Background: an optimization exercise with open tools, aiming at small area. Do not read the settings as production practice. Function was checked by simulation only, so behaviour that the tests miss may differ from the original. Power and IR drop assume default switching activity.

**flow/design.v**
```verilog
module thr_table(
    input [7:0] n,
    output [23:0] thr
);
    wire new_n33, new_n34, new_n35, new_n36, new_n39, new_n40, new_n41, new_n42, new_n43, new_n44, new_n45, new_n46, new_n47, new_n48, new_n49, new_n50, new_n51, new_n52, new_n53, new_n54, new_n55, new_n56, new_n57, new_n58, new_n59, new_n60, new_n61, new_n62, new_n63, new_n64, new_n65, new_n66, new_n67, new_n68, new_n69, new_n70, new_n71, new_n72, new_n73, new_n74, new_n75, new_n76, new_n77, new_n78, new_n79, new_n80, new_n81, new_n82, new_n83, new_n84, new_n85, new_n86, new_n87, new_n88, new_n89, new_n90, new_n91, new_n92, new_n93, new_n94, new_n95, new_n96, new_n97, new_n98, new_n99, new_n100, new_n101, new_n102, new_n103, new_n105, new_n106, new_n107, new_n108, new_n109, new_n110, new_n111, new_n112, new_n113, new_n114, new_n115, new_n116, new_n117, new_n119, new_n120, new_n121, new_n122, new_n123, new_n124, new_n125, new_n126, new_n127, new_n128, new_n129, new_n130, new_n131, new_n132, new_n133, new_n134, new_n135, new_n136, new_n138, new_n139, new_n140, new_n141, new_n142, new_n143, new_n144, new_n145, new_n146, new_n147, new_n149, new_n150, new_n151, new_n152, new_n153, new_n154, new_n155, new_n156, new_n157, new_n158, new_n159, new_n160, new_n161, new_n163, new_n164, new_n165, new_n166, new_n167, new_n168, new_n169, new_n170, new_n171, new_n172, new_n173, new_n174, new_n175, new_n176, new_n177, new_n178, new_n179, new_n180, new_n181, new_n182, new_n183, new_n184, new_n185, new_n186, new_n187, new_n188, new_n189, new_n190, new_n191, new_n192, new_n193, new_n194, new_n195, new_n196, new_n197, new_n198, new_n199, new_n200, new_n201, new_n202, new_n203, new_n204, new_n205, new_n206, new_n207, new_n208, new_n209, new_n210, new_n211, new_n212, new_n213, new_n214, new_n215, new_n216, new_n217, new_n218, new_n219, new_n220, new_n221, new_n222, new_n224, new_n225, new_n226, new_n227, new_n228, new_n229, new_n230, new_n231, new_n232, new_n233, new_n234, new_n235, new_n236, new_n237, new_n238, new_n239, new_n240, new_n241, new_n242, new_n243, new_n244, new_n245, new_n246, new_n247, new_n248, new_n250, new_n251, new_n252, new_n253, new_n254, new_n255, new_n256, new_n257, new_n258, new_n259, new_n260, new_n261, new_n262, new_n263, new_n264, new_n265, new_n266, new_n267, new_n268, new_n269, new_n270, new_n271, new_n272, new_n273, new_n274, new_n275, new_n276, new_n277, new_n279, new_n280, new_n281, new_n282, new_n283, new_n284, new_n285, new_n286, new_n287, new_n288, new_n289, new_n290, new_n291, new_n292, new_n293, new_n294, new_n295, new_n296, new_n297, new_n298, new_n299, new_n300, new_n301, new_n302, new_n303, new_n304, new_n305, new_n306, new_n307, new_n308, new_n309, new_n310, new_n311, new_n312, new_n313, new_n314, new_n316, new_n317, new_n318, new_n319, new_n320, new_n321, new_n322, new_n323, new_n324, new_n325, new_n326, new_n328, new_n329, new_n330, new_n331, new_n332, new_n333, new_n334, new_n335, new_n336, new_n337, new_n338, new_n339, new_n341, new_n342, new_n343, new_n344, new_n345, new_n346, new_n347, new_n348, new_n349, new_n350, new_n351, new_n352, new_n353, new_n354, new_n355, new_n356, new_n358, new_n359, new_n360, new_n361, new_n362, new_n363, new_n364, new_n365, new_n366, new_n367, new_n368, new_n369, new_n370, new_n371, new_n372, new_n373, new_n374, new_n375, new_n376, new_n377, new_n378, new_n379, new_n380, new_n381, new_n382, new_n383, new_n384, new_n385, new_n386, new_n387, new_n388, new_n389, new_n390, new_n391, new_n392, new_n394, new_n395, new_n396, new_n397, new_n398, new_n399, new_n400, new_n401, new_n402, new_n403, new_n405, new_n406, new_n407, new_n408, new_n409, new_n410, new_n411, new_n412, new_n413, new_n414, new_n415, new_n416, new_n417, new_n418, new_n419, new_n420, new_n421, new_n422, new_n423, new_n424, new_n425, new_n426, new_n427, new_n428, new_n429, new_n431, new_n432, new_n433, new_n434, new_n435, new_n436, new_n437, new_n438, new_n439, new_n440, new_n441, new_n442, new_n443, new_n444, new_n445, new_n446, new_n447, new_n448, new_n449, new_n450, new_n451, new_n452, new_n453, new_n454, new_n455, new_n456, new_n458, new_n459, new_n460, new_n461, new_n462, new_n463, new_n464, new_n465, new_n466, new_n467, new_n468, new_n469, new_n470, new_n471, new_n472, new_n473, new_n474, new_n475, new_n476, new_n477, new_n478, new_n479, new_n480, new_n481, new_n482, new_n484, new_n485, new_n486, new_n487, new_n488, new_n489, new_n490, new_n491, new_n492, new_n493, new_n494, new_n495, new_n496, new_n497, new_n498, new_n499, new_n500, new_n501, new_n502, new_n503, new_n504, new_n505, new_n506, new_n507, new_n508, new_n509, new_n511, new_n512, new_n513, new_n514, new_n515, new_n516, new_n517, new_n518, new_n519, new_n520, new_n521, new_n522, new_n523, new_n524, new_n525, new_n526, new_n527, new_n528, new_n529, new_n530, new_n531, new_n532, new_n534, new_n535, new_n536, new_n537, new_n538, new_n539, new_n540, new_n541, new_n542, new_n543, new_n544, new_n545, new_n546, new_n547, new_n548, new_n550, new_n551, new_n552, new_n553, new_n554, new_n555, new_n556, new_n557, new_n558, new_n559, new_n560, new_n561, new_n562, new_n563, new_n564, new_n565, new_n566, new_n567, new_n568, new_n569, new_n570, new_n571, new_n573, new_n574, new_n575, new_n576, new_n577, new_n578, new_n579, new_n580, new_n581, new_n582, new_n583, new_n584, new_n585, new_n586, new_n587, new_n588, new_n589, new_n590;
    assign new_n33 = ~n[3] & ~n[2];
    assign new_n34 = ~n[7] & ~n[6];
    assign new_n35 = ~n[5] & new_n34;
    assign new_n36 = ~n[4] & new_n33;
    assign thr[22] = new_n35 & new_n36;
    assign thr[23] = ~n[1] & thr[22];
    assign new_n39 = n[6] & ~new_n33;
    assign new_n40 = ~n[5] & ~n[1];
    assign new_n41 = new_n33 & ~new_n40;
    assign new_n42 = ~n[5] & n[4];
    assign new_n43 = ~new_n39 & ~new_n41;
    assign new_n44 = new_n42 & ~new_n43;
    assign new_n45 = n[4] & ~n[0];
    assign new_n46 = ~n[6] & ~n[3];
    assign new_n47 = n[2] & n[1];
    assign new_n48 = n[5] & n[4];
    assign new_n49 = ~n[4] & ~n[0];
    assign new_n50 = n[3] & ~new_n49;
    assign new_n51 = n[5] & ~new_n50;
    assign new_n52 = ~n[6] & new_n50;
    assign new_n53 = ~new_n51 & ~new_n52;
    assign new_n54 = ~new_n48 & ~new_n53;
    assign new_n55 = new_n46 & ~new_n47;
    assign new_n56 = new_n54 & ~new_n55;
    assign new_n57 = ~n[6] & ~n[5];
    assign new_n58 = ~n[1] & ~new_n45;
    assign new_n59 = new_n57 & new_n58;
    assign new_n60 = ~new_n56 & ~new_n59;
    assign new_n61 = n[6] & ~n[0];
    assign new_n62 = n[4] & new_n61;
    assign new_n63 = ~n[3] & n[2];
    assign new_n64 = ~new_n45 & new_n57;
    assign new_n65 = ~new_n63 & new_n64;
    assign new_n66 = ~new_n33 & new_n62;
    assign new_n67 = ~new_n65 & ~new_n66;
    assign new_n68 = ~n[3] & ~n[1];
    assign new_n69 = n[4] & new_n33;
    assign new_n70 = ~n[0] & new_n68;
    assign new_n71 = ~new_n69 & ~new_n70;
    assign new_n72 = ~n[4] & n[0];
    assign new_n73 = ~n[6] & n[5];
    assign new_n74 = new_n71 & ~new_n72;
    assign new_n75 = new_n73 & new_n74;
    assign new_n76 = ~new_n60 & new_n67;
    assign new_n77 = ~new_n75 & ~new_n76;
    assign new_n78 = ~new_n44 & new_n77;
    assign new_n79 = ~n[5] & new_n78;
    assign new_n80 = ~n[3] & n[0];
    assign new_n81 = n[1] & n[0];
    assign new_n82 = new_n33 & ~new_n81;
    assign new_n83 = ~new_n61 & ~new_n80;
    assign new_n84 = ~new_n82 & ~new_n83;
    assign new_n85 = ~n[1] & ~n[0];
    assign new_n86 = ~new_n81 & ~new_n85;
    assign new_n87 = new_n33 & new_n86;
    assign new_n88 = n[0] & ~new_n33;
    assign new_n89 = ~new_n87 & ~new_n88;
    assign new_n90 = ~n[6] & n[4];
    assign new_n91 = n[4] & ~new_n63;
    assign new_n92 = n[0] & new_n91;
    assign new_n93 = n[6] & n[5];
    assign new_n94 = ~new_n90 & ~new_n92;
    assign new_n95 = new_n68 & new_n93;
    assign new_n96 = ~new_n94 & ~new_n95;
    assign new_n97 = new_n79 & new_n84;
    assign new_n98 = new_n56 & ~new_n89;
    assign new_n99 = ~new_n97 & ~new_n98;
    assign new_n100 = ~new_n96 & new_n99;
    assign new_n101 = ~n[3] & n[1];
    assign new_n102 = ~new_n63 & ~new_n101;
    assign new_n103 = new_n35 & new_n100;
    assign thr[21] = ~new_n102 & new_n103;
    assign new_n105 = ~n[2] & ~n[1];
    assign new_n106 = ~new_n47 & ~new_n105;
    assign new_n107 = ~n[0] & new_n106;
    assign new_n108 = n[4] & ~n[3];
    assign new_n109 = ~new_n47 & ~new_n107;
    assign new_n110 = new_n108 & ~new_n109;
    assign new_n111 = n[4] & ~new_n39;
    assign new_n112 = ~new_n82 & new_n111;
    assign new_n113 = ~n[3] & new_n86;
    assign new_n114 = ~new_n91 & ~new_n110;
    assign new_n115 = new_n113 & new_n114;
    assign new_n116 = ~new_n112 & ~new_n115;
    assign new_n117 = new_n35 & ~new_n36;
    assign thr[20] = new_n116 & new_n117;
    assign new_n119 = n[3] & new_n73;
    assign new_n120 = new_n100 & ~new_n119;
    assign new_n121 = n[6] & n[0];
    assign new_n122 = ~n[5] & ~new_n121;
    assign new_n123 = n[5] & new_n121;
    assign new_n124 = ~new_n122 & ~new_n123;
    assign new_n125 = ~new_n33 & ~new_n124;
    assign new_n126 = ~new_n42 & ~new_n125;
    assign new_n127 = ~new_n82 & ~new_n126;
    assign new_n128 = n[5] & ~n[0];
    assign new_n129 = ~new_n47 & new_n128;
    assign new_n130 = new_n49 & ~new_n129;
    assign new_n131 = ~new_n102 & new_n130;
    assign new_n132 = n[3] & n[0];
    assign new_n133 = ~n[4] & new_n132;
    assign new_n134 = new_n34 & ~new_n133;
    assign new_n135 = ~new_n120 & ~new_n127;
    assign new_n136 = new_n134 & ~new_n135;
    assign thr[19] = ~new_n131 & new_n136;
    assign new_n138 = ~n[6] & ~new_n72;
    assign new_n139 = ~new_n33 & ~new_n68;
    assign new_n140 = ~n[4] & ~new_n139;
    assign new_n141 = new_n79 & ~new_n138;
    assign new_n142 = new_n73 & ~new_n140;
    assign new_n143 = ~new_n141 & ~new_n142;
    assign new_n144 = n[4] & new_n46;
    assign new_n145 = ~new_n87 & new_n144;
    assign new_n146 = new_n143 & ~new_n145;
    assign new_n147 = ~n[7] & ~new_n146;
    assign thr[18] = thr[22] | new_n147;
    assign new_n149 = new_n79 & thr[21];
    assign new_n150 = n[6] & ~new_n79;
    assign new_n151 = ~n[5] & ~n[2];
    assign new_n152 = n[4] & n[0];
    assign new_n153 = ~n[4] & n[2];
    assign new_n154 = new_n151 & ~new_n152;
    assign new_n155 = n[5] & new_n153;
    assign new_n156 = ~new_n154 & ~new_n155;
    assign new_n157 = ~n[6] & new_n156;
    assign new_n158 = ~new_n71 & new_n157;
    assign new_n159 = ~n[7] & ~new_n158;
    assign new_n160 = ~new_n56 & ~new_n149;
    assign new_n161 = ~new_n150 & new_n160;
    assign thr[17] = ~new_n159 | ~new_n161;
    assign new_n163 = ~n[5] & n[3];
    assign new_n164 = n[6] & ~n[5];
    assign new_n165 = new_n102 & ~new_n164;
    assign new_n166 = ~new_n39 & ~new_n46;
    assign new_n167 = new_n165 & ~new_n166;
    assign new_n168 = n[4] & ~n[1];
    assign new_n169 = ~n[4] & n[1];
    assign new_n170 = ~new_n168 & ~new_n169;
    assign new_n171 = new_n63 & new_n170;
    assign new_n172 = new_n56 & ~new_n68;
    assign new_n173 = ~n[2] & ~n[0];
    assign new_n174 = n[2] & n[0];
    assign new_n175 = ~new_n173 & ~new_n174;
    assign new_n176 = ~n[3] & new_n175;
    assign new_n177 = ~new_n101 & ~new_n176;
    assign new_n178 = ~new_n49 & new_n106;
    assign new_n179 = ~new_n177 & new_n178;
    assign new_n180 = ~new_n126 & ~new_n172;
    assign new_n181 = ~new_n179 & new_n180;
    assign new_n182 = ~n[3] & new_n106;
    assign new_n183 = ~n[4] & ~new_n101;
    assign new_n184 = ~new_n45 & ~new_n110;
    assign new_n185 = ~new_n182 & new_n184;
    assign new_n186 = ~new_n183 & new_n185;
    assign new_n187 = ~n[2] & new_n72;
    assign new_n188 = ~new_n47 & ~new_n187;
    assign new_n189 = ~n[3] & new_n188;
    assign new_n190 = new_n164 & ~new_n186;
    assign new_n191 = ~new_n189 & new_n190;
    assign new_n192 = new_n101 & new_n191;
    assign new_n193 = new_n45 & new_n73;
    assign new_n194 = ~new_n192 & ~new_n193;
    assign new_n195 = ~new_n181 & new_n194;
    assign new_n196 = n[5] & new_n195;
    assign new_n197 = new_n167 & ~new_n196;
    assign new_n198 = new_n143 & ~new_n167;
    assign new_n199 = ~new_n91 & new_n198;
    assign new_n200 = ~new_n171 & ~new_n199;
    assign new_n201 = ~new_n197 & new_n200;
    assign new_n202 = ~n[6] & ~new_n151;
    assign new_n203 = ~new_n163 & new_n202;
    assign new_n204 = new_n201 & new_n203;
    assign new_n205 = ~n[5] & new_n204;
    assign new_n206 = ~n[6] & ~n[2];
    assign new_n207 = ~new_n61 & ~new_n206;
    assign new_n208 = ~n[6] & ~new_n152;
    assign new_n209 = new_n46 & new_n81;
    assign new_n210 = new_n163 & new_n208;
    assign new_n211 = ~new_n95 & ~new_n210;
    assign new_n212 = ~new_n209 & new_n211;
    assign new_n213 = ~n[3] & ~new_n207;
    assign new_n214 = ~n[5] & new_n213;
    assign new_n215 = new_n212 & ~new_n214;
    assign new_n216 = ~n[2] & new_n68;
    assign new_n217 = new_n72 & new_n216;
    assign new_n218 = new_n102 & ~new_n215;
    assign new_n219 = new_n49 & new_n218;
    assign new_n220 = ~new_n217 & ~new_n219;
    assign new_n221 = ~new_n205 & new_n220;
    assign new_n222 = new_n78 & new_n221;
    assign thr[16] = ~n[7] & ~new_n222;
    assign new_n224 = new_n36 & ~new_n81;
    assign new_n225 = new_n67 & ~new_n93;
    assign new_n226 = ~new_n95 & ~new_n209;
    assign new_n227 = n[4] & new_n226;
    assign new_n228 = ~new_n73 & ~new_n227;
    assign new_n229 = ~n[1] & new_n138;
    assign new_n230 = new_n188 & ~new_n229;
    assign new_n231 = ~n[3] & ~new_n228;
    assign new_n232 = ~new_n230 & new_n231;
    assign new_n233 = ~n[3] & ~new_n106;
    assign new_n234 = new_n48 & ~new_n182;
    assign new_n235 = ~new_n48 & ~new_n233;
    assign new_n236 = ~new_n234 & ~new_n235;
    assign new_n237 = ~new_n163 & ~new_n232;
    assign new_n238 = ~n[6] & new_n237;
    assign new_n239 = new_n128 & new_n236;
    assign new_n240 = ~new_n238 & ~new_n239;
    assign new_n241 = new_n164 & new_n182;
    assign new_n242 = ~new_n232 & ~new_n241;
    assign new_n243 = ~n[1] & ~new_n240;
    assign new_n244 = ~new_n242 & ~new_n243;
    assign new_n245 = ~n[7] & ~new_n244;
    assign new_n246 = new_n77 & ~new_n225;
    assign new_n247 = new_n245 & ~new_n246;
    assign new_n248 = n[7] & ~new_n224;
    assign thr[15] = ~new_n247 & ~new_n248;
    assign new_n250 = new_n72 & new_n167;
    assign new_n251 = ~new_n45 & ~new_n72;
    assign new_n252 = new_n68 & new_n143;
    assign new_n253 = ~new_n251 & new_n252;
    assign new_n254 = new_n120 & ~new_n253;
    assign new_n255 = ~new_n62 & ~new_n163;
    assign new_n256 = ~new_n254 & ~new_n255;
    assign new_n257 = new_n49 & ~new_n240;
    assign new_n258 = new_n34 & new_n257;
    assign new_n259 = ~n[7] & ~new_n258;
    assign new_n260 = n[5] & n[2];
    assign new_n261 = ~new_n152 & ~new_n260;
    assign new_n262 = ~n[3] & new_n261;
    assign new_n263 = ~n[5] & ~new_n47;
    assign new_n264 = ~new_n62 & ~new_n263;
    assign new_n265 = new_n41 & ~new_n73;
    assign new_n266 = ~new_n208 & new_n265;
    assign new_n267 = new_n75 & ~new_n101;
    assign new_n268 = new_n262 & new_n264;
    assign new_n269 = ~new_n267 & ~new_n268;
    assign new_n270 = ~new_n266 & new_n269;
    assign new_n271 = ~new_n256 & new_n259;
    assign new_n272 = new_n270 & new_n271;
    assign new_n273 = ~n[1] & new_n69;
    assign new_n274 = n[7] & ~new_n273;
    assign new_n275 = ~n[4] & ~new_n82;
    assign new_n276 = new_n274 & ~new_n275;
    assign new_n277 = ~new_n250 & new_n272;
    assign thr[14] = ~new_n276 & ~new_n277;
    assign new_n279 = new_n152 & ~new_n233;
    assign new_n280 = ~new_n63 & ~new_n78;
    assign new_n281 = new_n279 & ~new_n280;
    assign new_n282 = ~n[5] & ~n[4];
    assign new_n283 = ~new_n46 & ~new_n48;
    assign new_n284 = ~new_n282 & new_n283;
    assign new_n285 = n[6] & ~new_n63;
    assign new_n286 = ~new_n266 & ~new_n284;
    assign new_n287 = ~new_n285 & ~new_n286;
    assign new_n288 = ~new_n91 & new_n113;
    assign new_n289 = ~new_n281 & ~new_n287;
    assign new_n290 = ~new_n274 & new_n289;
    assign new_n291 = ~new_n288 & ~new_n290;
    assign new_n292 = ~new_n127 & ~new_n139;
    assign new_n293 = n[5] & ~n[2];
    assign new_n294 = new_n108 & ~new_n293;
    assign new_n295 = ~new_n86 & new_n294;
    assign new_n296 = n[2] & new_n68;
    assign new_n297 = new_n128 & new_n139;
    assign new_n298 = n[4] & new_n297;
    assign new_n299 = ~n[7] & ~new_n298;
    assign new_n300 = ~new_n128 & new_n296;
    assign new_n301 = ~n[6] & new_n300;
    assign new_n302 = new_n299 & ~new_n301;
    assign new_n303 = new_n46 & new_n86;
    assign new_n304 = ~new_n143 & new_n303;
    assign new_n305 = new_n302 & ~new_n304;
    assign new_n306 = ~new_n215 & ~new_n295;
    assign new_n307 = new_n305 & ~new_n306;
    assign new_n308 = n[2] & ~new_n291;
    assign new_n309 = n[7] & ~new_n308;
    assign new_n310 = new_n182 & new_n291;
    assign new_n311 = new_n309 & ~new_n310;
    assign new_n312 = ~new_n291 & ~new_n292;
    assign new_n313 = new_n121 & new_n312;
    assign new_n314 = ~new_n307 & ~new_n311;
    assign thr[13] = new_n313 | new_n314;
    assign new_n316 = n[6] & ~new_n80;
    assign new_n317 = new_n201 & ~new_n316;
    assign new_n318 = ~new_n128 & ~new_n153;
    assign new_n319 = new_n101 & ~new_n318;
    assign new_n320 = n[6] & ~new_n69;
    assign new_n321 = ~new_n319 & new_n320;
    assign new_n322 = n[0] & ~new_n51;
    assign new_n323 = new_n321 & ~new_n322;
    assign new_n324 = ~new_n281 & new_n323;
    assign new_n325 = ~n[7] & ~new_n324;
    assign new_n326 = ~new_n317 & new_n325;
    assign thr[12] = new_n291 | new_n326;
    assign new_n328 = ~n[0] & ~new_n91;
    assign new_n329 = n[7] & ~new_n132;
    assign new_n330 = new_n204 & new_n262;
    assign new_n331 = new_n86 & ~new_n195;
    assign new_n332 = ~n[3] & new_n331;
    assign new_n333 = ~new_n240 & ~new_n332;
    assign new_n334 = ~new_n195 & new_n240;
    assign new_n335 = ~new_n333 & ~new_n334;
    assign new_n336 = ~new_n330 & new_n335;
    assign new_n337 = ~n[7] & ~new_n336;
    assign new_n338 = ~new_n328 & new_n329;
    assign new_n339 = ~new_n92 & new_n338;
    assign thr[11] = new_n337 | new_n339;
    assign new_n341 = n[4] & new_n163;
    assign new_n342 = new_n49 & new_n68;
    assign new_n343 = new_n46 & ~new_n151;
    assign new_n344 = ~new_n342 & ~new_n343;
    assign new_n345 = ~new_n341 & new_n344;
    assign new_n346 = new_n77 & ~new_n345;
    assign new_n347 = ~n[7] & ~new_n346;
    assign new_n348 = ~n[3] & ~n[0];
    assign new_n349 = ~new_n132 & ~new_n348;
    assign new_n350 = n[4] & ~new_n101;
    assign new_n351 = new_n349 & new_n350;
    assign new_n352 = ~new_n36 & ~new_n351;
    assign new_n353 = ~new_n133 & new_n352;
    assign new_n354 = ~new_n70 & new_n353;
    assign new_n355 = n[7] & ~new_n354;
    assign new_n356 = ~new_n254 & new_n347;
    assign thr[10] = ~new_n355 & ~new_n356;
    assign new_n358 = n[0] & new_n42;
    assign new_n359 = ~new_n93 & ~new_n358;
    assign new_n360 = ~new_n39 & new_n359;
    assign new_n361 = ~new_n284 & ~new_n360;
    assign new_n362 = ~new_n153 & ~new_n206;
    assign new_n363 = ~new_n282 & ~new_n362;
    assign new_n364 = n[5] & ~new_n349;
    assign new_n365 = new_n68 & ~new_n363;
    assign new_n366 = ~new_n364 & ~new_n365;
    assign new_n367 = thr[12] & ~new_n366;
    assign new_n368 = new_n361 & ~new_n367;
    assign new_n369 = ~new_n361 & ~new_n366;
    assign new_n370 = ~new_n179 & ~new_n369;
    assign new_n371 = ~new_n368 & new_n370;
    assign new_n372 = ~new_n119 & ~new_n309;
    assign new_n373 = n[4] & new_n348;
    assign new_n374 = new_n102 & ~new_n348;
    assign new_n375 = ~new_n263 & ~new_n374;
    assign new_n376 = ~n[4] & ~new_n375;
    assign new_n377 = ~n[6] & ~new_n376;
    assign new_n378 = ~new_n110 & new_n377;
    assign new_n379 = new_n63 & new_n72;
    assign new_n380 = ~new_n328 & ~new_n379;
    assign new_n381 = ~n[4] & ~new_n380;
    assign new_n382 = ~new_n39 & ~new_n93;
    assign new_n383 = ~new_n381 & ~new_n382;
    assign new_n384 = ~new_n75 & ~new_n378;
    assign new_n385 = ~new_n383 & new_n384;
    assign new_n386 = ~new_n281 & ~new_n385;
    assign new_n387 = ~n[7] & ~new_n386;
    assign new_n388 = ~new_n372 & ~new_n373;
    assign new_n389 = ~new_n132 & new_n388;
    assign new_n390 = ~new_n387 & ~new_n389;
    assign new_n391 = new_n152 & ~new_n371;
    assign new_n392 = new_n68 & new_n391;
    assign thr[9] = ~new_n390 | new_n392;
    assign new_n394 = ~n[7] & new_n371;
    assign new_n395 = ~new_n90 & ~new_n153;
    assign new_n396 = new_n128 & ~new_n395;
    assign new_n397 = ~new_n75 & new_n396;
    assign new_n398 = ~new_n50 & ~new_n379;
    assign new_n399 = n[7] & new_n398;
    assign new_n400 = ~new_n397 & ~new_n399;
    assign new_n401 = new_n106 & new_n254;
    assign new_n402 = ~new_n77 & new_n401;
    assign new_n403 = ~new_n394 & ~new_n402;
    assign thr[8] = ~new_n400 | ~new_n403;
    assign new_n405 = n[4] & n[1];
    assign new_n406 = n[0] & new_n405;
    assign new_n407 = new_n63 & new_n406;
    assign new_n408 = new_n70 & ~new_n276;
    assign new_n409 = new_n329 & ~new_n408;
    assign new_n410 = ~new_n63 & new_n143;
    assign new_n411 = ~new_n317 & new_n410;
    assign new_n412 = new_n63 & ~new_n143;
    assign new_n413 = ~new_n411 & ~new_n412;
    assign new_n414 = new_n68 & new_n260;
    assign new_n415 = new_n212 & ~new_n296;
    assign new_n416 = new_n254 & ~new_n415;
    assign new_n417 = ~new_n138 & ~new_n236;
    assign new_n418 = ~new_n45 & ~new_n417;
    assign new_n419 = ~n[5] & ~new_n116;
    assign new_n420 = new_n72 & ~new_n419;
    assign new_n421 = ~new_n330 & new_n418;
    assign new_n422 = ~new_n420 & ~new_n421;
    assign new_n423 = ~new_n414 & new_n416;
    assign new_n424 = ~new_n422 & ~new_n423;
    assign new_n425 = new_n45 & ~new_n413;
    assign new_n426 = ~new_n424 & ~new_n425;
    assign new_n427 = ~new_n245 & ~new_n302;
    assign new_n428 = ~new_n426 & ~new_n427;
    assign new_n429 = ~new_n407 & new_n409;
    assign thr[7] = ~new_n428 & ~new_n429;
    assign new_n431 = n[7] & ~new_n139;
    assign new_n432 = ~n[5] & new_n132;
    assign new_n433 = ~n[7] & new_n432;
    assign new_n434 = ~new_n431 & ~new_n433;
    assign new_n435 = n[5] & ~new_n107;
    assign new_n436 = new_n206 & new_n435;
    assign new_n437 = ~new_n49 & ~new_n106;
    assign new_n438 = ~new_n107 & ~new_n437;
    assign new_n439 = ~n[5] & ~new_n438;
    assign new_n440 = ~new_n164 & ~new_n170;
    assign new_n441 = ~n[7] & ~new_n440;
    assign new_n442 = ~n[3] & new_n441;
    assign new_n443 = ~new_n439 & new_n442;
    assign new_n444 = n[3] & ~n[0];
    assign new_n445 = ~new_n259 & ~new_n444;
    assign new_n446 = ~n[4] & ~new_n445;
    assign new_n447 = new_n259 & new_n282;
    assign new_n448 = ~new_n373 & ~new_n447;
    assign new_n449 = ~new_n106 & ~new_n448;
    assign new_n450 = thr[12] & new_n446;
    assign new_n451 = ~new_n449 & ~new_n450;
    assign new_n452 = ~new_n165 & new_n347;
    assign new_n453 = ~new_n451 & ~new_n452;
    assign new_n454 = thr[14] & ~new_n434;
    assign new_n455 = ~new_n436 & new_n443;
    assign new_n456 = ~new_n454 & ~new_n455;
    assign thr[6] = new_n453 | ~new_n456;
    assign new_n458 = n[1] & ~new_n42;
    assign new_n459 = new_n82 & ~new_n164;
    assign new_n460 = new_n458 & new_n459;
    assign new_n461 = ~new_n45 & ~new_n460;
    assign new_n462 = new_n79 & ~new_n461;
    assign new_n463 = ~n[1] & ~new_n93;
    assign new_n464 = new_n176 & ~new_n463;
    assign new_n465 = ~new_n42 & ~new_n164;
    assign new_n466 = n[1] & new_n465;
    assign new_n467 = ~new_n191 & ~new_n464;
    assign new_n468 = ~new_n466 & ~new_n467;
    assign new_n469 = new_n52 & ~new_n282;
    assign new_n470 = ~new_n75 & ~new_n266;
    assign new_n471 = new_n236 & ~new_n470;
    assign new_n472 = ~n[7] & ~new_n471;
    assign new_n473 = ~new_n462 & ~new_n468;
    assign new_n474 = ~new_n469 & new_n473;
    assign new_n475 = new_n472 & new_n474;
    assign new_n476 = new_n63 & ~new_n168;
    assign new_n477 = n[0] & new_n476;
    assign new_n478 = n[7] & ~new_n477;
    assign new_n479 = ~new_n71 & ~new_n175;
    assign new_n480 = new_n478 & ~new_n479;
    assign new_n481 = ~new_n186 & new_n480;
    assign new_n482 = ~new_n330 & new_n475;
    assign thr[5] = ~new_n481 & ~new_n482;
    assign new_n484 = ~new_n183 & ~new_n352;
    assign new_n485 = n[1] & new_n348;
    assign new_n486 = new_n86 & new_n143;
    assign new_n487 = ~new_n67 & new_n350;
    assign new_n488 = ~new_n42 & ~new_n54;
    assign new_n489 = new_n121 & new_n488;
    assign new_n490 = ~new_n182 & new_n489;
    assign new_n491 = ~new_n287 & new_n487;
    assign new_n492 = ~new_n490 & ~new_n491;
    assign new_n493 = ~n[1] & new_n93;
    assign new_n494 = new_n492 & ~new_n493;
    assign new_n495 = new_n49 & new_n63;
    assign new_n496 = ~new_n380 & ~new_n495;
    assign new_n497 = ~n[4] & ~new_n163;
    assign new_n498 = ~new_n486 & new_n494;
    assign new_n499 = new_n496 & new_n498;
    assign new_n500 = new_n497 & new_n499;
    assign new_n501 = new_n69 & ~new_n242;
    assign new_n502 = new_n67 & ~new_n501;
    assign new_n503 = new_n494 & new_n502;
    assign new_n504 = ~new_n496 & ~new_n503;
    assign new_n505 = ~new_n167 & new_n504;
    assign new_n506 = new_n305 & ~new_n505;
    assign new_n507 = ~new_n484 & ~new_n485;
    assign new_n508 = n[7] & new_n507;
    assign new_n509 = ~new_n500 & new_n506;
    assign thr[4] = ~new_n508 & ~new_n509;
    assign new_n511 = ~n[2] & n[0];
    assign new_n512 = ~new_n169 & ~new_n511;
    assign new_n513 = ~new_n293 & ~new_n512;
    assign new_n514 = ~n[3] & ~new_n513;
    assign new_n515 = new_n34 & ~new_n514;
    assign new_n516 = n[4] & ~new_n272;
    assign new_n517 = ~new_n515 & ~new_n516;
    assign new_n518 = ~new_n355 & new_n517;
    assign new_n519 = ~n[4] & n[3];
    assign new_n520 = n[7] & new_n519;
    assign new_n521 = ~new_n518 & ~new_n520;
    assign new_n522 = ~new_n110 & new_n521;
    assign new_n523 = n[5] & new_n85;
    assign new_n524 = ~new_n287 & new_n523;
    assign new_n525 = n[1] & new_n138;
    assign new_n526 = ~n[7] & ~new_n525;
    assign new_n527 = ~new_n131 & new_n514;
    assign new_n528 = ~new_n524 & new_n527;
    assign new_n529 = new_n526 & new_n528;
    assign new_n530 = new_n106 & new_n529;
    assign new_n531 = new_n522 & ~new_n530;
    assign new_n532 = ~new_n522 & new_n529;
    assign thr[3] = new_n531 | new_n532;
    assign new_n534 = new_n128 & new_n182;
    assign new_n535 = ~new_n121 & new_n251;
    assign new_n536 = ~new_n534 & ~new_n535;
    assign new_n537 = ~new_n254 & new_n266;
    assign new_n538 = new_n536 & ~new_n537;
    assign new_n539 = new_n80 & new_n164;
    assign new_n540 = new_n538 & ~new_n539;
    assign new_n541 = ~new_n330 & new_n540;
    assign new_n542 = new_n36 & new_n93;
    assign new_n543 = ~new_n419 & ~new_n542;
    assign new_n544 = new_n105 & new_n189;
    assign new_n545 = ~new_n133 & ~new_n544;
    assign new_n546 = new_n478 & new_n545;
    assign new_n547 = ~new_n541 & new_n543;
    assign new_n548 = new_n259 & new_n547;
    assign thr[2] = ~new_n546 & ~new_n548;
    assign new_n550 = ~n[6] & ~n[0];
    assign new_n551 = n[5] & ~new_n550;
    assign new_n552 = ~new_n485 & new_n551;
    assign new_n553 = ~new_n45 & ~new_n183;
    assign new_n554 = ~new_n552 & ~new_n553;
    assign new_n555 = ~new_n419 & new_n554;
    assign new_n556 = ~new_n256 & new_n555;
    assign new_n557 = n[5] & ~new_n63;
    assign new_n558 = ~new_n108 & new_n557;
    assign new_n559 = new_n63 & new_n164;
    assign new_n560 = ~n[6] & ~new_n294;
    assign new_n561 = ~new_n559 & ~new_n560;
    assign new_n562 = ~new_n558 & ~new_n561;
    assign new_n563 = new_n472 & ~new_n562;
    assign new_n564 = ~new_n91 & ~new_n407;
    assign new_n565 = ~new_n71 & ~new_n107;
    assign new_n566 = ~new_n437 & new_n565;
    assign new_n567 = ~new_n140 & new_n564;
    assign new_n568 = ~new_n566 & ~new_n567;
    assign new_n569 = ~new_n556 & new_n563;
    assign new_n570 = ~new_n281 & new_n569;
    assign new_n571 = n[7] & ~new_n568;
    assign thr[1] = ~new_n570 & ~new_n571;
    assign new_n573 = ~n[4] & ~new_n177;
    assign new_n574 = new_n139 & new_n485;
    assign new_n575 = ~new_n573 & ~new_n574;
    assign new_n576 = n[7] & new_n575;
    assign new_n577 = new_n42 & new_n101;
    assign new_n578 = ~new_n287 & ~new_n577;
    assign new_n579 = new_n240 & ~new_n578;
    assign new_n580 = new_n73 & ~new_n102;
    assign new_n581 = ~new_n153 & new_n580;
    assign new_n582 = ~n[0] & new_n240;
    assign new_n583 = ~new_n579 & ~new_n581;
    assign new_n584 = ~new_n582 & ~new_n583;
    assign new_n585 = ~n[7] & new_n492;
    assign new_n586 = ~new_n584 & new_n585;
    assign new_n587 = new_n34 & new_n49;
    assign new_n588 = ~new_n131 & ~new_n587;
    assign new_n589 = ~new_n143 & ~new_n588;
    assign new_n590 = ~new_n576 & ~new_n586;
    assign thr[0] = ~new_n589 & ~new_n590;
endmodule
module top_module(
    input main_clk,
    input rst,
    input btn_up, btn_dwn,
    output [6:0] leds,
    output [1:0] segment,
    output out_pulse
);
    reg [11:0] up_d;
    reg up_s, up_o;
    wire up_diff = btn_up ^ up_s;
    wire up_lim = ~up_d[0] & ~up_d[1] & ~up_d[3] & up_d[4] & up_d[6] & ~up_d[8] & up_d[9] & up_d[10] & ~up_d[11];
    wire up_flip = up_diff & up_lim;
    wire up_sn = up_s ^ up_flip;
    always @(posedge main_clk) begin
        if (rst | up_flip) up_d <= 12'b000000000001;
        else if (up_diff) up_d <= {up_d[10:0], ~(up_d[10] ^ up_d[11])};
    end
    reg [11:0] dn_d;
    reg dn_s, dn_o;
    wire dn_diff = btn_dwn ^ dn_s;
    wire dn_lim = ~dn_d[0] & ~dn_d[1] & ~dn_d[3] & dn_d[4] & dn_d[6] & ~dn_d[8] & dn_d[9] & dn_d[10] & ~dn_d[11];
    wire dn_flip = dn_diff & dn_lim;
    wire dn_sn = dn_s ^ dn_flip;
    always @(posedge main_clk) begin
        if (rst | dn_flip) dn_d <= 12'b000000000001;
        else if (dn_diff) dn_d <= {dn_d[10:0], ~(dn_d[10] ^ dn_d[11])};
    end
    reg [3:0] pt, pu;
    reg si, sd;
    wire plus = si & ~sd;
    wire minus = sd & ~si;
    wire pu9 = (pu == 4'd9);
    wire pu0 = (pu == 4'd0);
    wire [3:0] nu = plus ? (pu9 ? 4'd0 : pu + 4'd1) : minus ? (pu0 ? 4'd9 : pu - 4'd1) : pu;
    wire [3:0] nt = (plus & pu9) ? pt + 4'd1 : (minus & pu0) ? pt - 4'd1 : pt;
    wire at_max = (nt == 4'd9) & (nu == 4'd9);
    wire at_one = (nt == 4'd0) & (nu == 4'd1);
    wire inc = up_sn & ~up_o & ~at_max;
    wire up_on = up_sn & (up_o | ~at_max);
    wire dn_lock = at_one & ~inc;
    wire dec = dn_sn & ~dn_o & ~dn_lock;
    wire dn_on = dn_sn & (dn_o | ~dn_lock);
    reg toggle;
    always @(posedge main_clk) begin
        if (rst) begin
            up_s <= 1'b0; dn_s <= 1'b0; up_o <= 1'b0; dn_o <= 1'b0;
            pt <= 4'd0; pu <= 4'd0; si <= 1'b1; sd <= 1'b0;
            toggle <= 1'b0;
        end else begin
            up_s <= up_sn; dn_s <= dn_sn; up_o <= up_on; dn_o <= dn_on;
            pt <= nt; pu <= nu; si <= inc; sd <= dec;
            toggle <= ~toggle;
        end
    end
    wire [23:0] thr;
    thr_table u_thr (.n({nt, nu}), .thr(thr));
    reg [23:0] c;
    reg pulse;
    wire [24:0] ge;      
    wire [24:0] cy;      
    wire [23:0] c1;
    assign ge[0] = 1'b1;
    assign cy[0] = 1'b1;
    genvar i;
    generate for (i = 0; i < 24; i = i + 1) begin : g
        assign ge[i+1] = (c[i] & ~thr[i]) | (~(c[i] ^ thr[i]) & ge[i]);
        assign c1[i] = c[i] ^ cy[i];
        assign cy[i+1] = c[i] & cy[i];
    end endgenerate
    wire wrap = ge[24];
    always @(posedge main_clk) begin
        if (rst | wrap) c <= 24'd0;
        else c <= c1;
        if (rst) pulse <= 1'b0;
        else if (wrap) pulse <= ~pulse;
    end
    assign out_pulse = pulse;
    wire [3:0] d = toggle ? pt : pu;
    wire [6:0] seg;
    assign seg[6] = ~((~d[3] & ~d[2] & ~d[1]) | (d[2] & d[1] & d[0]));
    assign seg[5] = d[3] | (d[2] & ~d[1]) | (d[2] & ~d[0]) | (~d[1] & ~d[0]);
    assign seg[4] = ~((d[2] & ~d[1]) | d[0]);
    assign seg[3] = d[3] | (~d[2] & d[1]) | (~d[2] & ~d[0]) | (d[2] & ~d[1] & d[0]) | (d[1] & ~d[0]);
    assign seg[2] = d[2] | ~d[1] | d[0];
    assign seg[1] = ~d[2] | (~d[1] & ~d[0]) | (d[1] & d[0]);
    assign seg[0] = d[3] | (~d[2] & ~d[0]) | (d[2] & d[0]) | d[1];
    assign leds = seg;
    assign segment = {~toggle, toggle};
endmodule
```
**flow/flow/run.sh**
```bash
#!/bin/bash
# Own layout flow: the standard flow (standard.sh, ORFS) with these changes:
#  - synthesis runs four times in parallel, each mapping the combinational logic with ABC's
#    &deepsyn (random seed 1..4, flow/abc_own.script) instead of ORFS's ABC script and
#    without Yosys's full/half-adder extraction; the run with the smallest cell area is
#    kept and the layout continues from it. Registers are mapped by the standard
#    synthesis unchanged (same cells and names);
#  - port buffers are sky130_fd_sc_hd__buf_1 (every input and output still gets one);
#  - CTS builds its tree from clkbuf_8 only and inserts no dummy loads.
# Each tool's log is in orfs/logs/ (and orfs_s<seed>/logs/ for the synthesis runs);
# make's output is in own_flow.log and synth_s<seed>.log.
set -euo pipefail
W=$(pwd)
EXTRA="'BUFFER_PORTS_ARGS=-buffer_cell sky130_fd_sc_hd__buf_1' 'CTS_ARGS=-sink_clustering_enable -repair_clock_nets -dont_use_dummy_load -buf_list sky130_fd_sc_hd__clkbuf_8'"
for s in 1 2 3 4; do
  sed "s/@SEED@/$s/" flow/abc_own.script > "$W/abc_own_s$s.script"
  cat > "$W/own_synth_s$s.tcl" <<EOT
proc abc {args} {
  set i [lsearch -exact \$args -script]
  if {\$i >= 0} { set args [lreplace \$args [expr {\$i+1}] [expr {\$i+1}] $W/abc_own_s$s.script] }
  yosys abc {*}\$args
}
proc extract_fa {args} { }
source $W/synth_recipe.tcl
EOT
  sed -E "s#SYNTH_SCRIPT=[^ ]*synth_recipe.tcl'?#SYNTH_SCRIPT=$W/own_synth_s$s.tcl $EXTRA#; s#WORK_HOME=[^ ]*#WORK_HOME=$W/orfs_s$s#" standard.sh > "own_standard_s$s.sh"
  grep -q "own_synth_s$s.tcl" "own_standard_s$s.sh"
  (bash "own_standard_s$s.sh" synth > "$W/synth_s$s.log" 2>&1 || true) &
done
wait
best=""; bestarea=""
for s in 1 2 3 4; do
  f="$W/orfs_s$s/reports/sky130hd/top_module/base/synth_stat.txt"
  [[ -f "$f" && -f "$W/orfs_s$s/results/sky130hd/top_module/base/1_synth.odb" ]] || continue
  a=$(grep -o "Chip area for module '\\\\top_module': [0-9.]*" "$f" | awk '{print $NF}')
  echo "seed $s: synthesis area $a"
  if [[ -z "$best" ]] || awk "BEGIN{exit !($a < $bestarea)}"; then best=$s; bestarea=$a; fi
done
[[ -n "$best" ]]
echo "using seed $best ($bestarea)"
rm -rf "$W/orfs"
cp -a "$W/orfs_s$best" "$W/orfs"
sed -E "s#SYNTH_SCRIPT=[^ ]*synth_recipe.tcl'?#SYNTH_SCRIPT=$W/own_synth_s$best.tcl $EXTRA#" standard.sh > own_standard.sh
grep -q "own_synth_s$best.tcl" own_standard.sh
bash own_standard.sh > "$W/own_flow.log" 2>&1
```
**flow/flow/abc_own.script**
```
strash
&get -n
&deepsyn -T 450 -S @SEED@
&dch -f
&nf -R 1000
&put
topo
```
**flow/standard.sh**
```bash
#!/bin/bash
# synth_recipe.tcl (not shown) runs the flow's synth.tcl, then flattens the netlist and writes it again
# the make line also repeats each setting of config.mk as NAME=value (left out here)
make -C /OpenROAD-flow-scripts/flow DESIGN_CONFIG=/design/flow/config.mk WORK_HOME=/design/flow/orfs CLKGATE_MAP_FILE= SYNTH_SCRIPT=/design/flow/synth_recipe.tcl "${@:-finish}"
```
**flow/config.mk**
```make
export PLATFORM = sky130hd
export DESIGN_NAME = top_module
export DESIGN_NICKNAME = top_module
export VERILOG_FILES = /design/flow/design.v
export SDC_FILE = /design/flow/constraint.sdc
export NUM_CORES = 4
export LEC_CHECK = 0
export CAP_MARGIN = 10
export CELL_PAD_IN_SITES_DETAIL_PLACEMENT = 1
export CELL_PAD_IN_SITES_GLOBAL_PLACEMENT = 1
export CORE_MARGIN = 2
export CORE_UTILIZATION = 45
export GPL_TIMING_DRIVEN = 0
export PLACE_DENSITY = 0.5
export SLEW_MARGIN = 10
```
**flow/constraint.sdc**
```tcl
create_clock -name core_clock -period 80.0 [get_ports {main_clk}]
set_input_delay 16.0000 -clock core_clock [delete_from_list [all_inputs] [get_ports {main_clk}]]
set_output_delay 16.0000 -clock core_clock [all_outputs]
set_load 0.01 [all_outputs]
```
==> impl_summary.log, run 1 <==
INFO  metric synthArstFlopShare = 0%
INFO  metric post_synthesis_cells = around 600
INFO  metric count_of_routing_violations_after_the_opening_detailed_route_iteration = between 600 and 700
INFO  metric regToRegEndpoint = c[5]$_SDFF_PP0_
INFO  metric mostFrequentLayoutCell = sky130_fd_sc_hd__nor2_1
INFO  metric die_h = 102 um
INFO  metric least_margin_pin_slew = about 1300 ps
INFO  metric grt_pass1_wl = ~30 mm
INFO  metric achievable-frequency = 0.0549 GHz
INFO  metric fin_tns_setup = 0 ps
INFO  metric unrepaired_setup_endpoints_after_global_routing = false
INFO  metric ys_types = 53
INFO  metric boundaryPins = 14
INFO  metric worst_skew = 30.6 ps
INFO  metric drc = 0
INFO  metric post_dp_hpwl = about 14 mm
INFO  metric worstHoldPathCells = 1
INFO  metric vdd_drop_max = ~0.011 mV
INFO  metric final_nets = 634
INFO  metric max_slew_margin = 10.5%
INFO  metric portBuffers = 13
INFO  metric r2r_start = si$_SDFF_PP1_
INFO  metric clock_pin_slew_on_the_worst_setup_and_hold_paths = approximately 70 ps
INFO  metric drt-total-wl = around 19 mm
INFO  metric drtPass1Iterations = 5
INFO  metric layout.cells.most_common_list = sky130_fd_sc_hd__nor2_1 (108), sky130_fd_sc_hd__dfxtp_1 (64), sky130_fd_sc_hd__nand2_1 (59)
INFO  metric synthesis.yosys.warnings = 1
INFO  metric leading_register_cell_type_out_of_synthesis = sky130_fd_sc_hd__dfxtp_1
INFO  metric setup_violations = 0
INFO  metric required = approximately 64000 ps
INFO  metric post_cts_resized = 0
INFO  metric fin_area = slightly below 5000 um2
INFO  metric clock_tree.buffer_depth = 2
INFO  metric critical_path_arrival = between 2000 and 2500 ps
INFO  metric final-max-slew-violation-count = 0
INFO  metric mappedNetlistArea = around 4300 um2
INFO  metric critical_path_class = flip-flop to primary output
INFO  metric kind_of_launch_point_of_the_worst_setup_path = flip-flop
INFO  metric vias_per_cell = 7.07
INFO  metric hold_viol = 0
INFO  metric route.vias.total = about 5400
INFO  metric initial_core_util = 46.7%
INFO  metric globalplace.congestion = about 1.1
INFO  metric hold_path_end = sd$_SDFF_PP0_
INFO  metric cts_inserted_buffers = 9
INFO  metric final.min_clock_period = approximately 18000 ps
INFO  metric routedWlPerCell = ~25 um
INFO  metric synth_seq_cells = 64
INFO  metric syn-num-nets = approximately 600
INFO  metric postSynthAreaPerCell = 7.25 um2
INFO  metric ys_seq_area_share = between 20 and 30%
INFO  metric placedInstanceArea = about 4700 um2
INFO  metric cts.htree.levels = 3
INFO  metric critical_path.endpoint_type = primary output
INFO  metric synth_edf_count = 0
INFO  metric cts_num_sinks = 64
INFO  metric syn_to_final_growth = 12.0%
INFO  metric cts_hold_buffers = 0
INFO  metric fin_worst_hold_slack = 415 ps
INFO  metric core_region_area = between 9000 and 10000 um2
INFO  metric timing.critical_path.fanout_max = 7
INFO  metric antenna_found_initial = 0
INFO  metric antenna_violating_nets_post_route = 0
INFO  metric filler_cell_count = 1195
INFO  metric grt_remaining_overflow = 0
INFO  metric postCtsSetupBuffers = 0
INFO  metric maximum_number_of_pins_on_one_net_before_global_route_repair = 25
INFO  metric root_buffer = sky130_fd_sc_hd__clkbuf_8
INFO  metric hold_path.startpoint = dn_o$_SDFF_PP0_
INFO  metric fin_crit_sh = between 20% and 30%
INFO  metric drv_cap = 0
INFO  metric hold_path.class = flip-flop to flip-flop
INFO  metric via_count_of_the_first_global_routing_pass = ~5400
INFO  metric chipWidth = between 100 and 150 um
INFO  metric share_of_post_route_cells_with_drive_strength_above_1 = under 10%
INFO  metric rr_worst_depth = 45
INFO  metric placement_rows = 35
INFO  metric power.leakage = around 1.8 nW
INFO  metric tritoncts = done
INFO  metric timing.reg2reg.setup_slack = ~67000 ps
INFO  metric antenna_cells_inserted = 0
INFO  metric power_density = between 15 and 20 nW/um2
INFO  metric status = finished clean
INFO  metric track_usage = a little under two fifths
INFO  metric dieArea = ~10000 um2
INFO  metric worst_skew_pair.late_latency = approximately 340 ps
[kinds of logic after synthesis]
group,after synthesis,synth area share [%]
flip-flops,64,29.5
AO/OA/AOI/OAI,221,33.0
XOR/XNOR,35,7.07
buffers and inverters,11,1.04
adder cells (fa/ha/maj),4,0.923
multiplexers,7,1.64
AND/OR/NAND/NOR,256,26.8
[per-stage QoR]
| step | std cells | util, % | setup slack [ps] | power [mW] |
|---|---|---|---|---|
| 3_3_place_gp | 740 | 49.0 | 62080 | 0.0660 |
| 6_report | 757 | 52.3 | 61780 | 0.0895 |
| 5_1_grt | 757 | 52.3 | 61580 | 0.0930 |
| 4_1_cts | 757 | 52.3 | 61800 | 0.0877 |
| 3_5_place_dp | 748 | 51.0 | 61930 | 0.0671 |
| 2_1_floorplan | 598 | - | 62310 | 0.0549 |
[where the power goes]
part | internal, mW | switching, mW | leakage (nW)
Combinational | 0.0103 | 0.0251 | 1.18
Clock | 0.00999 | 0.0108 | 0.0647
Sequential | 0.0324 | 0.000813 | 0.518
Total | 0.0527 | 0.0368 | 1.76
[cell type report]
cell class,instances,area (um2),share of cell area [%]
inverters,10,37.5,0.773
well taps,129,161,3.32
plain buffers,1,7.51,0.155
multi-input cells,523,3090,63.7
flip-flops and latches,64,1280,26.4
repair buffers,21,150,3.09
clock buffers,9,124,2.55
[sequential cells by signal (all words and copies together), names as in the netlist]
register / cells
c: 24
dn_d: 12
dn_o: 1
dn_s: 1
pt: 4
pu: 4
pulse: 1
sd: 1
si: 1
toggle: 1
up_d: 12
up_o: 1
up_s: 1
[cell usage after synthesis, drive strengths merged, types with 2 or more instances]
cell type	count	area, um2
nor2	108	405
dfxtp	64	1280
a21oi	59	295
nand2	59	221
o21ai	50	250
nor3	26	130
a22o	23	201
xnor2	23	201
o22ai	18	113
xor2	12	105
a31oi	10	62.6
clkinv	10	37.5
nor2b	9	56.3
a22oi	8	60.1
and2	8	50.1
and3	8	50.1
nand3	8	40.0
mux2i	6	60.1
a21o	5	37.5
nand4	5	31.3
a211oi	4	30.0
a311oi	4	35.0
a32oi	4	35.0
maj3	4	40.0
nand2b	4	25.0
o211ai	4	30.0
o31ai	4	30.0
o32ai	4	35.0
or3	4	25.0
a2111oi	3	26.3
a21boi	3	22.5
a221oi	3	26.3
nor3b	3	22.5
nor4	3	18.8
o2bb2ai	3	26.3
or2	3	18.8
a221o	2	20.0
and4	2	17.5
nand4b	2	17.5
nor4b	2	17.5
o311ai	2	17.5
[worst max-delay path by stage]
stage / depth (start not counted) / from / end / slack [ps]
floorplan: 7 / toggle$_SDFF_PP0_ / leds[3] / 62310
global placement: 3 / rst / c[12]$_SDFF_PP0_ / 62080
detailed placement: 3 / rst / c[5]$_SDFF_PP0_ / 61930
CTS: 8 / toggle$_SDFF_PP0_ / leds[3] / 61800
global route: 8 / toggle$_SDFF_PP0_ / leds[3] / 61580
finish: 8 / toggle$_SDFF_PP0_ / leds[3] / 61780
[critical path, cell delays in order, from the launching register on]
cell and delay, ps:
sky130_fd_sc_hd__dfxtp_1 550, sky130_fd_sc_hd__mux2i_1 340, sky130_fd_sc_hd__clkinv_1 150, sky130_fd_sc_hd__nor2_1 150, sky130_fd_sc_hd__nor2_1 70, sky130_fd_sc_hd__a21o_1 180, sky130_fd_sc_hd__nand3b_1 90, sky130_fd_sc_hd__a21boi_0 180
sky130_fd_sc_hd__buf_1 170
[routing by layer]
metal | up-vias | GRT usage (%) | part of all wire, %
met1 | 2611 | 50.5 | 41
li1 | 2315 | - | -
met3 | 86 | 7.80 | 10
met2 | 341 | 59.3 | 44
met4 | 0 | 19.6 | 4.9
met5 | - | 0 | 0
==> run 2, diff against run 1 <==
--- a/flow/design.v
+++ b/flow/design.v
@@ -595,11 +595,11 @@
     reg si, sd;
     wire plus = si & ~sd;
     wire minus = sd & ~si;
-    wire pu9 = (pu == 4'd9);
+    wire pu9 = pu[3] & pu[0];
     wire pu0 = (pu == 4'd0);
     wire [3:0] nu = plus ? (pu9 ? 4'd0 : pu + 4'd1) : minus ? (pu0 ? 4'd9 : pu - 4'd1) : pu;
     wire [3:0] nt = (plus & pu9) ? pt + 4'd1 : (minus & pu0) ? pt - 4'd1 : pt;
-    wire at_max = (nt == 4'd9) & (nu == 4'd9);
+    wire at_max = nt[3] & nt[0] & nu[3] & nu[0];
     wire at_one = (nt == 4'd0) & (nu == 4'd1);
     wire inc = up_sn & ~up_o & ~at_max;
     wire up_on = up_sn & (up_o | ~at_max);
==> impl_summary.log, run 2 <==
INFO  metric max_slew_margin = 15.0% (was 10.5%)
INFO  metric synthArstFlopShare = 0% (unchanged)
INFO  metric worst_skew = 34.2 ps (was 30.6 ps)
INFO  metric status = finished clean (unchanged)
INFO  metric leading_register_cell_type_out_of_synthesis = sky130_fd_sc_hd__dfxtp_1 (unchanged)
INFO  metric track_usage = 40.3% (was 38.2%)
INFO  metric maximum_number_of_pins_on_one_net_before_global_route_repair = 25 (unchanged)
INFO  metric unrepaired_setup_endpoints_after_global_routing = false (unchanged)
INFO  metric clock_tree.buffer_depth = 2 (unchanged)
INFO  metric flip_flop_count_of_the_largest_register_after_layout = 24 (unchanged)
INFO  metric share_of_post_route_cells_with_drive_strength_above_1 = 4.66% (was 4.62%)
INFO  metric placement_rows = 35 (unchanged)
INFO  metric post_synthesis_cells = 614 (was 598)
INFO  metric power_density = 15.3 nW/um2 (was 18.4 nW/um2)
INFO  metric grt_remaining_overflow = 0 (unchanged)
INFO  metric globalplace.congestion = 1.06 (was 1.07)
INFO  metric syn_to_final_growth = 11.9% (was 12.0%)
INFO  metric timing.reg2reg.setup_slack = 66700 ps (was 67140 ps)
INFO  metric final.min_clock_period = 18160 ps (was 18220 ps)
INFO  metric count_of_routing_violations_after_the_opening_detailed_route_iteration = 647 (was 649)
INFO  metric synth_seq_cells = 64 (unchanged)
INFO  metric largestRegisters = c (24), dn_d (12), up_d (12) (unchanged)
INFO  metric hold_path.class = flip-flop to flip-flop (unchanged)
INFO  metric drc = 0 (unchanged)
INFO  metric critical_path.endpoint_type = primary output (unchanged)
INFO  metric mappedNetlistArea = 4360 um2 (was 4340 um2)
INFO  metric root_buffer = sky130_fd_sc_hd__clkbuf_8 (unchanged)
INFO  metric dieArea = 10500 um2 (was 10400 um2)
INFO  metric initial_core_util = 46.7% (about the same)
INFO  metric via_count_of_the_first_global_routing_pass = 5604 (was 5420)
INFO  metric dpl_worst_slack = 61840 ps (was 61930 ps)
INFO  metric cell_by_cell_listing_of_the_critical_path = mux2_1 > o21ai_0 > nand2_1 > or2_0 > o21a_1 > buf_1 (was mux2i_1 > clkinv_1 > nor2_1 > nor2_1 > a21o_1 > nand3b_1 > a21boi_0 > buf_1)
INFO  metric timing.critical_path.fanout_max = 9 (was 7)
INFO  metric vias_per_cell = 7.15 (was 7.07)
INFO  metric portBuffers = 13 (unchanged)
INFO  metric synthMostInstantiatedCell = sky130_fd_sc_hd__nor2_1 (unchanged)
INFO  metric clock_pin_slew_on_the_worst_setup_and_hold_paths = 90 ps (was 70 ps)
INFO  metric postSynthAreaPerCell = 7.10 um2 (was 7.25 um2)
INFO  metric chipWidth = 102 um (about the same)
INFO  metric cts.htree.levels = 3 (unchanged)
INFO  metric synthesis.yosys.warnings = 1 (unchanged)
INFO  metric required = 64000 ps (about the same)
INFO  metric die_h = 102 um (about the same)
INFO  metric routedWlPerCell = 26.3 um (was 25.3 um)
INFO  metric timing.final.ws_setup = 61840 ps (was 61780 ps)
INFO  metric boundaryPins = 14 (unchanged)
INFO  metric fin_crit_sh = 22.7% (was 22.8%)
INFO  metric postLayoutCoreUtil = 52.3% (about the same)
INFO  metric power.leakage = 1.81 nW (was 1.76 nW)
INFO  metric antenna_found_initial = 0 (unchanged)
INFO  metric antenna_cells_inserted = 0 (unchanged)
INFO  metric setup_violations = 0 (unchanged)
INFO  metric postCtsSetupBuffers = 0 (unchanged)
INFO  metric kind_of_launch_point_of_the_worst_setup_path = flip-flop (unchanged)
INFO  metric cts_num_sinks = 64 (unchanged)
INFO  metric hold_path.startpoint = dn_o$_SDFF_PP0_ (unchanged)
INFO  metric hold_viol = 0 (unchanged)
INFO  metric critical_path.startpoint = toggle$_SDFF_PP0_ (unchanged)
INFO  metric crit_path_max_cell_delay = 580 ps (was 550 ps)
INFO  metric tritoncts = done (unchanged)
INFO  metric synth_edf_count = 0 (unchanged)
INFO  metric critical_path_arrival = 2160 ps (was 2220 ps)
INFO  metric critical_path_cell_count = 6 (was 8)
INFO  metric register_bank_with_the_most_flops = c (unchanged)
INFO  metric dominant_delay_contributor_by_cell_family_on_the_critical_path = flip-flops (unchanged)
INFO  metric post-synth-top-area-cell = sky130_fd_sc_hd__dfxtp_1 (unchanged)
INFO  metric final-max-slew-violation-count = 0 (unchanged)
INFO  metric synthTopCellsByArea = sky130_fd_sc_hd__dfxtp_1 (29%), sky130_fd_sc_hd__nor2_1 (11%), sky130_fd_sc_hd__nand2_1 (6.7%) (was sky130_fd_sc_hd__dfxtp_1 (30%), sky130_fd_sc_hd__nor2_1 (9.3%), sky130_fd_sc_hd__a21oi_1 (6.8%))
INFO  metric mostFrequentLayoutCell = sky130_fd_sc_hd__nor2_1 (unchanged)
INFO  metric core_region_area = 9330 um2 (was 9280 um2)
INFO  metric post_dp_hpwl = 14.9 mm (was 14.4 mm)
INFO  metric syn-num-nets = 618 (was 602)
INFO  metric ys_seq_area_share = 29.4% (was 29.5%)
INFO  metric synth_top_cells_by_count = sky130_fd_sc_hd__nor2_1 (125), sky130_fd_sc_hd__nand2_1 (78), sky130_fd_sc_hd__dfxtp_1 (64) (was sky130_fd_sc_hd__nor2_1 (108), sky130_fd_sc_hd__dfxtp_1 (64), sky130_fd_sc_hd__a21oi_1 (59), sky130_fd_sc_hd__nand2_1 (59), sky130_fd_sc_hd__o21ai_0 (50))
INFO  metric worstHoldPathCells = 1 (unchanged)
INFO  metric achievable-frequency = 0.0551 GHz (was 0.0549 GHz)
INFO  metric worstPathBufferInverterCount = 1 (was 2)
INFO  metric r2r_start = pu[0]$_SDFF_PP0_ (was si$_SDFF_PP1_)
INFO  metric regToRegEndpoint = c[19]$_SDFF_PP0_ (was c[5]$_SDFF_PP0_)
INFO  metric critical_path_class = flip-flop to primary output (unchanged)
INFO  metric drtPass1Iterations = 8 (was 5)
INFO  metric cts_hold_buffers = 0 (unchanged)
INFO  metric grt_pass1_wl = 31.7 mm (was 30.3 mm)
INFO  metric vdd_drop_max = 0.0110 mV (was 0.0109 mV)
INFO  metric rr_worst_depth = 47 (was 45)
INFO  metric ys_types = 51 (was 53)
INFO  metric drv_cap = 0 (unchanged)
INFO  metric hold_path_end = sd$_SDFF_PP0_ (unchanged)
INFO  metric least_margin_pin_slew = 1270 ps (was 1340 ps)
INFO  metric final_nets = 650 (was 634)
INFO  metric drt-total-wl = 20.3 mm (was 19.2 mm)
INFO  metric route.vias.total = 5529 (was 5353)
INFO  metric post_cts_resized = 0 (unchanged)
INFO  metric worst_skew_pair.late_latency = 360 ps (was 340 ps)
INFO  metric antenna_violating_nets_post_route = 0 (unchanged)
INFO  metric fin_tns_setup = 0 ps (unchanged)
INFO  metric slowest_stage = sky130_fd_sc_hd__dfxtp_1 (unchanged)
INFO  metric layout.cells.most_common_list = sky130_fd_sc_hd__nor2_1 (124), sky130_fd_sc_hd__nand2_1 (78), sky130_fd_sc_hd__dfxtp_1 (64) (was sky130_fd_sc_hd__nor2_1 (108), sky130_fd_sc_hd__dfxtp_1 (64), sky130_fd_sc_hd__nand2_1 (59))
INFO  metric cts_inserted_buffers = 9 (unchanged)
INFO  metric area_share_of_the_largest_cell_type_after_synthesis = 29.4% (was 29.5%)
[run 2: worst max path at each step]
stage | to | slack (ps)
after detailed placement | c[19]$_SDFF_PP0_ | 61840
after global placement | c[5]$_SDFF_PP0_ | 62140
after CTS | leds[3] | 61830
after floorplan | leds[3] | 62440
final | leds[3] | 61840
after global routing | leds[3] | 61710
[run 2: metrics by stage]
stage          std cells  power (mW)  cell area (um2)  hold WS, ps
6_report             773      0.0747             4880          433
2_1_floorplan        614      0.0448             4360          392
3_5_place_dp         764      0.0517             4750          422
3_3_place_gp         756      0.0510             4570          401
4_1_cts              773      0.0732             4880          445
5_1_grt              773      0.0765             4880          460
[run 2: report_power, final]
part	total [mW]	switching, mW	internal, mW
registers	0.0329	0.000561	0.0323
clock network	0.0221	0.0121	0.0100
logic	0.0197	0.0142	0.00543
total	0.0747	0.0269	0.0478
[run 2: cells by family (layout without fill, tap and decap cells)]
kind of cell             count (synthesis)  count (layout)  synth area share, %
multiplexers                             9               9                 2.15
buffers and inverters                    6              36                0.603
XOR/XNOR                                27              27                 5.43
adder cells (fa/ha/maj)                  3               3                0.689
flip-flops                              64              64                 29.4
AND/OR/NAND/NOR                        286             286                 28.8
AO/OA/AOI/OAI                          219             219                 32.9
[run 2: final cells by class]
cell class	instances	area [um2]
fillers	1227	4450
multi-input cells	544	3140
flip-flops and latches	64	1280
well taps	129	161
repair buffers	21	146
clock buffers	9	124
inverters	5	18.8
plain buffers	1	7.51
[run 2: routing by layer]
metal / track usage [%] / wire, um / up-vias
li1: - / - / 2366
met3: 12.8 / 2330 / 132
met2: 62.7 / 8860 / 382
met4: 20.4 / 1220 / 0
met5: 0 / 0 / -
met1: 50.1 / 7930 / 2649
==> run 3, diff against run 2 <==
--- a/flow/flow/run.sh
+++ b/flow/flow/run.sh
@@ -6,12 +6,12 @@
 #    kept and the layout continues from it. Registers are mapped by the standard
 #    synthesis unchanged (same cells and names);
 #  - port buffers are sky130_fd_sc_hd__buf_1 (every input and output still gets one);
-#  - CTS builds its tree from clkbuf_8 only and inserts no dummy loads.
+#  - CTS builds its tree from clkbuf_4 only and inserts no dummy loads.
 # Each tool's log is in orfs/logs/ (and orfs_s<seed>/logs/ for the synthesis runs);
 # make's output is in own_flow.log and synth_s<seed>.log.
 set -euo pipefail
 W=$(pwd)
-EXTRA="'BUFFER_PORTS_ARGS=-buffer_cell sky130_fd_sc_hd__buf_1' 'CTS_ARGS=-sink_clustering_enable -repair_clock_nets -dont_use_dummy_load -buf_list sky130_fd_sc_hd__clkbuf_8'"
+EXTRA="'BUFFER_PORTS_ARGS=-buffer_cell sky130_fd_sc_hd__buf_1' 'CTS_ARGS=-sink_clustering_enable -repair_clock_nets -dont_use_dummy_load -buf_list sky130_fd_sc_hd__clkbuf_4'"
 for s in 1 2 3 4; do
   sed "s/@SEED@/$s/" flow/abc_own.script > "$W/abc_own_s$s.script"
   cat > "$W/own_synth_s$s.tcl" <<EOT
--- a/flow/config.mk
+++ b/flow/config.mk
@@ -9,7 +9,7 @@
 export CELL_PAD_IN_SITES_DETAIL_PLACEMENT = 1
 export CELL_PAD_IN_SITES_GLOBAL_PLACEMENT = 1
 export CORE_MARGIN = 2
-export CORE_UTILIZATION = 45
+export CORE_UTILIZATION = 40
 export GPL_TIMING_DRIVEN = 0
-export PLACE_DENSITY = 0.5
+export PLACE_DENSITY = 0.45
 export SLEW_MARGIN = 10
==> impl_summary.log, run 3 <==
INFO  metric status = finished clean (unchanged)
INFO  metric filler_cell_count = 1416 (was 1227)
INFO  metric maximum_number_of_pins_on_one_net_before_global_route_repair = 25 (unchanged)
INFO  metric achievable-frequency = 0.0549 GHz (was 0.0551 GHz)
INFO  metric power_density = 13.9 nW/um2 (was 15.3 nW/um2)
INFO  metric synthMostInstantiatedCell = sky130_fd_sc_hd__nor2_1 (unchanged)
INFO  metric yosys.area_share.simple = 28.8% (unchanged)
INFO  metric critical_path.startpoint = toggle$_SDFF_PP0_ (unchanged)
INFO  metric post_synthesis_cells = 614 (unchanged)
INFO  metric drc = 0 (unchanged)
INFO  metric root_buffer = sky130_fd_sc_hd__clkbuf_4 (was sky130_fd_sc_hd__clkbuf_8)
INFO  metric core_region_area = 10700 um2 (was 9330 um2)
INFO  metric antenna_violating_nets_post_route = 0 (unchanged)
INFO  metric post-synth-top-area-cell = sky130_fd_sc_hd__dfxtp_1 (unchanged)
INFO  metric hold_path.class = flip-flop to flip-flop (unchanged)
INFO  metric ys_types = 51 (unchanged)
INFO  metric flip_flop_count_of_the_largest_register_after_layout = 24 (unchanged)
INFO  metric least_margin_pin_slew = 1240 ps (was 1270 ps)
INFO  metric max_slew_margin = 16.3% (was 15.0%)
INFO  metric final-max-slew-violation-count = 0 (unchanged)
INFO  metric chipWidth = 108 um (was 102 um)
INFO  metric layout.cells.most_common_list = sky130_fd_sc_hd__nor2_1 (124), sky130_fd_sc_hd__nand2_1 (78), sky130_fd_sc_hd__dfxtp_1 (64) (unchanged)
INFO  metric worstHoldPathCells = 1 (unchanged)
INFO  metric post_dp_hpwl = 14.1 mm (was 14.9 mm)
INFO  metric rr_worst_depth = 48 (was 47)
INFO  metric postLayoutCoreUtil = 45.3% (was 52.3%)
INFO  metric critical_path.endpoint_type = primary output (unchanged)
INFO  metric setup_violations = 0 (unchanged)
INFO  metric mostFrequentLayoutCell = sky130_fd_sc_hd__nor2_1 (unchanged)
INFO  metric clock_tree.buffer_depth = 2 (unchanged)
INFO  metric ys_seq_area_share = 29.4% (unchanged)
INFO  metric syn-num-nets = 618 (unchanged)
INFO  metric antenna_found_initial = 0 (unchanged)
INFO  metric r2r_start = pu[0]$_SDFF_PP0_ (unchanged)
## run 3: cell counts after synthesis
Identical to the previous run, type by type.
## run 3: critical path, cell delays in order, from the launching register on
cell and delay, ps:
sky130_fd_sc_hd__dfxtp_1 580, sky130_fd_sc_hd__mux2_1 390, sky130_fd_sc_hd__o21ai_0 200, sky130_fd_sc_hd__nand2_1 100, sky130_fd_sc_hd__or2_0 220, sky130_fd_sc_hd__o21a_1 180, sky130_fd_sc_hd__buf_1 120
## run 3: report_power, final
part / switching [mW] / internal (mW)
clock network: 0.0101 / 0.00520
registers: 0.000574 / 0.0323
logic: 0.0138 / 0.00547
## run 3: cells by family (layout without fill, tap and decap cells)
| logic type | count (synthesis) | after routing |
|---|---|---|
| AO/OA/AOI/OAI | 219 | 219 |
| XOR/XNOR | 27 | 27 |
| adder cells (fa/ha/maj) | 3 | 3 |
| buffers and inverters | 6 | 38 |
| flip-flops | 64 | 64 |
| multiplexers | 9 | 9 |
| AND/OR/NAND/NOR | 286 | 286 |
## run 3: metal layers
layer  up-vias  track usage, %  routed length, um
met5         -               0                  0
met4         0            19.5               1090
met3       111            8.86               2010
met2       337            49.2               8060
met1      2506            45.0               8130
li1       2382               -                  -
## run 3: layout make-up
| class | instances | area [um2] | area share, % |
|---|---|---|---|
| sequential | 64 | 1280 | 26.3 |
| clock buffer | 9 | 67.6 | 1.39 |
| buffer | 1 | 7.51 | 0.154 |
| multi-input combinational | 544 | 3140 | 64.5 |
| tap | 140 | 175 | 3.60 |
| inverter | 5 | 18.8 | 0.385 |
| timing repair buffer | 23 | 180 | 3.70 |
## run 3: through the flow
stage | setup slack [ps] | instance area, um2 | cells | power, mW | hold WS [ps]
final | 61770 | 4870 | 786 | 0.0675 | 427
after global routing | 61620 | 4870 | 786 | 0.0704 | 449
after CTS | 61750 | 4870 | 786 | 0.0674 | 423
after detailed placement | 61930 | 4800 | 777 | 0.0518 | 406
after global placement | 62060 | 4580 | 767 | 0.0512 | 400
after floorplan | 62440 | 4360 | 614 | 0.0448 | 392
## run 3: worst paths after layout
path / end / slack [ps]
worst max-delay path: leds[3] / 61770
worst min register to register: sd$_SDFF_PP0_ / 430
worst max register to register: c[7]$_SDFF_PP0_ / 66720
worst min-delay path: sd$_SDFF_PP0_ / 430

[port drivers added, routing unchanged]
Ports are ideal in the flow. The routed layouts listed here were re-timed in OpenROAD. Step 1: set_driving_cell puts a clkbuf_16 on main_clk and a buf_2 on each other input, an assumption about the parent block. Step 2 moves the port delays by t, midway between the first and last clock arrival at a register: inputs arrive t later, outputs are due t later. That takes back most of the time a late clock gives input paths. a / b / c = ideal / step 1 / step 2; a / b = the first two.
run	t (ns)	setup WS [ns]	clock arrival spread, ns	slew at the worst register clock pin (ns)
run 1	0.361	61.777 / 61.744 / 62.105	0.031 / 0.032	0.08 / 0.08
run 2	0.374	61.837 / 61.802 / 62.177	0.035 / 0.035	0.09 / 0.09
run 3	0.451	61.772 / 61.739 / 62.190	0.036 / 0.037	0.11 / 0.11
After both steps setup and hold are still met in every run listed.
